What follows belongs to an exercise in optimizing a design on an open flow for small area and a short achievable clock period; a production flow would make more cautious choices.
RTL that was checked went through simulation tests only; none was proved equivalent to the original.

## job 101
## viterbi_data_forward
module viterbi_data_forward(
    input         clk,
    input         rst,
    input  [7:0]  LLR0,
    input  [7:0]  LLR1,
    input         data_in_v,
    output [63:0] back_info,
    output        back_info_v
);
Settings: LEC_CHECK=0, CAP_MARGIN=20, CORE_MARGIN=2, CORE_UTILIZATION=40, CTS_BUF_LIST=sky130_fd_sc_hd__clkbuf_8, CTS_CLUSTER_SIZE=30, SETUP_SLACK_MARGIN=2.0, SLEW_MARGIN=20, TNS_END_PERCENT=20; clock period 5.5 ns.
run.sh (not shown) runs the stock make flow with config.mk's settings and CLKGATE_MAP_FILE= SYNTH_SCRIPT=/design/flow/synth_recipe.tcl, a recipe that flattens the netlist after the stock synthesis.
Job 101 ran to completion and came out clean on the timing, DRC and antenna checks.
Input-level comparison between job 102 and job 101:
# job 101
export LEC_CHECK = 0
export CAP_MARGIN = 20
export CORE_MARGIN = 2
export CORE_UTILIZATION = 40
export CTS_BUF_LIST = sky130_fd_sc_hd__clkbuf_8
export CTS_CLUSTER_SIZE = 30
export SETUP_SLACK_MARGIN = 2.0
export SLEW_MARGIN = 20
export TNS_END_PERCENT = 20
create_clock -name core_clock -period 5.5 [get_ports {clk}]
# job 102
export LEC_CHECK = 0
export CAP_MARGIN = 20
export CORE_MARGIN = 2
export CORE_UTILIZATION = 40
export CTS_BUF_LIST = sky130_fd_sc_hd__clkbuf_8
export CTS_CLUSTER_SIZE = 30
export SETUP_SLACK_MARGIN = 2.0
export SLEW_MARGIN = 20
create_clock -name core_clock -period 5.5 [get_ports {clk}]
Notes after the runs:
Job 102 completed end to end with timing, DRC and antenna clean.
Where final area is concerned, job 101 is better than job 102.
The setup slack reported for job 102 is greater than that of job 101 by 110 ps.
Re die outline area: no difference whatsoever between job 102 and job 101.
The inputs of job 103 differ from those of job 102 as listed below.
# job 102
export LEC_CHECK = 0
export CAP_MARGIN = 20
export CORE_MARGIN = 2
export CORE_UTILIZATION = 40
export CTS_BUF_LIST = sky130_fd_sc_hd__clkbuf_8
export CTS_CLUSTER_SIZE = 30
export SETUP_SLACK_MARGIN = 2.0
export SLEW_MARGIN = 20
create_clock -name core_clock -period 5.5 [get_ports {clk}]
# job 103
export LEC_CHECK = 0
export CAP_MARGIN = 20
export CORE_MARGIN = 2
export CORE_UTILIZATION = 55
export PLACE_DENSITY = 0.7
export SETUP_SLACK_MARGIN = 2.0
export SLEW_MARGIN = 20
create_clock -name core_clock -period 5.5 [get_ports {clk}]
Findings:
[compare] base=job 102 new=job 103: sum of routed wire length over all layers higher; number of diodes added for antenna fixing grew by 2.
Measured against each other, job 102 and job 103 differ in headroom to the max-slew limit, the lower figure coming from job 103.
Between job 102 and job 103, the difference in distinct cell type count of the synthesized netlist is negligible.
Comparing job 102 and job 103, number of signal-net buffers in the layout is lower on job 102.
Re met2 track utilization from global routing: job 102 and job 103 aren't equal, and the lower value belongs to job 102.
In job 103 relative to job 102, maximum number of pins on one net before global-route repair had gone down by a little under 10%.

---

Another version of the RTL of viterbi_data_forward (not shown whole).
For scale: about 12,000 cells after synthesis, about 870 flip-flops, roughly 84 I/O pins, about 100,000 µm² of cells after synthesis.
Settings: LEC_CHECK=0, CAP_MARGIN=20, CORE_MARGIN=2, CORE_UTILIZATION=40, SLEW_MARGIN=20; clock period 5.5 ns.
Rerun with:
Settings changed: SETUP_SLACK_MARGIN set to 0.6.
The new run finished clean.
Clock-buffer cell count grows by 11.
Design area goes up by 5.0%.
Cell count rose by 2.2%.
No functional check of the RTL was part of any run of this note.

---

RTL: one of the versions met above, not the one the previous note started from.
Size: roughly 12000 cells after synthesis, roughly 84 I/O pins, roughly 0.11 mm^2 of cells after synthesis.
## viterbi_data_forward
module viterbi_data_forward(
    input         clk,
    input         rst,
    input  [7:0]  LLR0,
    input  [7:0]  LLR1,
    input         data_in_v,
    output [63:0] back_info,
    output        back_info_v
);
localparam [63:0] ATAB = {
    2'd3, 2'd2, 2'd3, 2'd2, 2'd0, 2'd1, 2'd0, 2'd1,
    2'd0, 2'd1, 2'd0, 2'd1, 2'd3, 2'd2, 2'd3, 2'd2,
    2'd1, 2'd0, 2'd1, 2'd0, 2'd2, 2'd3, 2'd2, 2'd3,
    2'd2, 2'd3, 2'd2, 2'd3, 2'd1, 2'd0, 2'd1, 2'd0};
wire [8:0] p = {LLR0[7], LLR0} + {LLR1[7], LLR1} + 9'd256;
reg  [7:0] ra, rb, na, nb;
reg  [8:0] rp, np;
reg  [9:0] rq, rnq, rpp, rnp;    
reg  [9:0] iq, inq, ipp, inp;    
reg        v1, v2, clr;
always @(posedge clk) begin
    ra  <= LLR0;
    rb  <= LLR1;
    rp  <= p;
    na  <= ~LLR0;
    nb  <= ~LLR1;
    np  <= ~p;
    rq  <= {LLR0[7], LLR0[7], LLR0} - {LLR1[7], LLR1[7], LLR1};
    rnq <= {LLR1[7], LLR1[7], LLR1} - {LLR0[7], LLR0[7], LLR0};
    rpp <= {LLR0[7], LLR0[7], LLR0} + {LLR1[7], LLR1[7], LLR1};
    rnp <= -({LLR0[7], LLR0[7], LLR0} + {LLR1[7], LLR1[7], LLR1});
    iq  <= ~({LLR0[7], LLR0[7], LLR0} - {LLR1[7], LLR1[7], LLR1});
    inq <= ~({LLR1[7], LLR1[7], LLR1} - {LLR0[7], LLR0[7], LLR0});
    ipp <= ~({LLR0[7], LLR0[7], LLR0} + {LLR1[7], LLR1[7], LLR1});
    inp <= ~(-({LLR0[7], LLR0[7], LLR0} + {LLR1[7], LLR1[7], LLR1}));
    v1  <= data_in_v & ~rst;
    v2  <= v1 & ~rst;
    clr <= rst;
end
wire go   = v1;
wire hold = ~v1 & ~clr;
wire [8:0] bm [0:7];
assign bm[0] = 9'd256;
assign bm[1] = {~ra[7], ra[7], ra[6:0]};
assign bm[2] = {~rb[7], rb[7], rb[6:0]};
assign bm[3] = rp;
assign bm[4] = 9'd256;
assign bm[5] = ~{~na[7], na[7], na[6:0]};
assign bm[6] = ~{~nb[7], nb[7], nb[6:0]};
assign bm[7] = ~np;
wire [9:0] ee [0:7];
assign ee[0] = rnp;
assign ee[1] = rq;
assign ee[2] = rnq;
assign ee[3] = rpp;
assign ee[4] = ~inp;
assign ee[5] = ~iq;
assign ee[6] = ~inq;
assign ee[7] = ~ipp;
wire [11:0] m [0:63];
genvar i;
generate
    for (i = 0; i < 32; i = i + 1) begin : bf
        localparam integer A = ATAB[2*i +: 2];
        localparam integer B = 3 - A;
        localparam integer C = (i >= 16) ? 4 : 0;    
  ...
clock: 5.5 ns
lec_check: 0
cap_margin: 20
core_margin: 2
core_utilization: 40
cts_buf_list: sky130_fd_sc_hd__clkbuf_8
cts_cluster_size: 30
setup_slack_margin: 2.2
slew_margin: 20
The starting point completed with no timing, DRC or antenna violations.
==> next run, changes <==
CTS_BUF_LIST = not set   (was sky130_fd_sc_hd__clkbuf_8)
CTS_CLUSTER_SIZE = not set   (was 30)
SETUP_SLACK_MARGIN = 1.6   (was 2.2)
Outcome:
- The new run completed with no timing, DRC or antenna violations
- cell area came out lower by a little under a tenth
- sequential cell count is unchanged
- synthesized cell count does not change
- hold slack gains 0.12 ns

-- re-timing with driven ports --
No port has a modelled driver above. Below, the same layouts with a new extraction and two added sets of constraints. Step 1, drivers: a clkbuf_16 drives clk and a buf_2 each remaining input, both assumed. Step 2 times the ports against the registers' clock, not the clock port: input delays grow and output delays shrink by t, the midpoint of the rising clock arrivals with the driver on. Three values: no drivers, after step 1, after step 2; two values: the first two.
run | t, ns | setup slack, ns | worst setup path at the end | latest minus earliest clock arrival (ns) | worst register clock-pin slew, ns
job 101 | 1.082 | 1.892 / 1.892 / 1.204 | input to register | 0.081 / 0.081 | 0.08 / 0.08
job 102 | 1.069 | 2.007 / 2.007 / 1.024 | input to register | 0.072 / 0.073 | 0.08 / 0.08
job 103 | 0.928 | 1.907 / 1.906 / 1.138 | input to register | 0.052 / 0.052 | 0.07 / 0.07
the first run of note 2 | 0.889 | 0.250 / 0.250 / 0.250 | register to register | 0.050 / 0.050 | 0.07 / 0.07
the second run of note 2 | 0.879 | 0.596 / 0.596 / 0.596 | register to register | 0.034 / 0.033 | 0.07 / 0.07
the first run of note 3 | 1.079 | 1.979 / 1.979 / 1.307 | input to register | 0.116 / 0.117 | 0.08 / 0.08
the second run of note 3 | 0.937 | 1.556 / 1.556 / 1.075 | input to register | 0.068 / 0.068 | 0.07 / 0.07
After both steps every run listed still meets setup and hold. The setup slack of job 102, which loses most, moves by 0.000 ns with the drivers and by -0.983 ns with both steps.
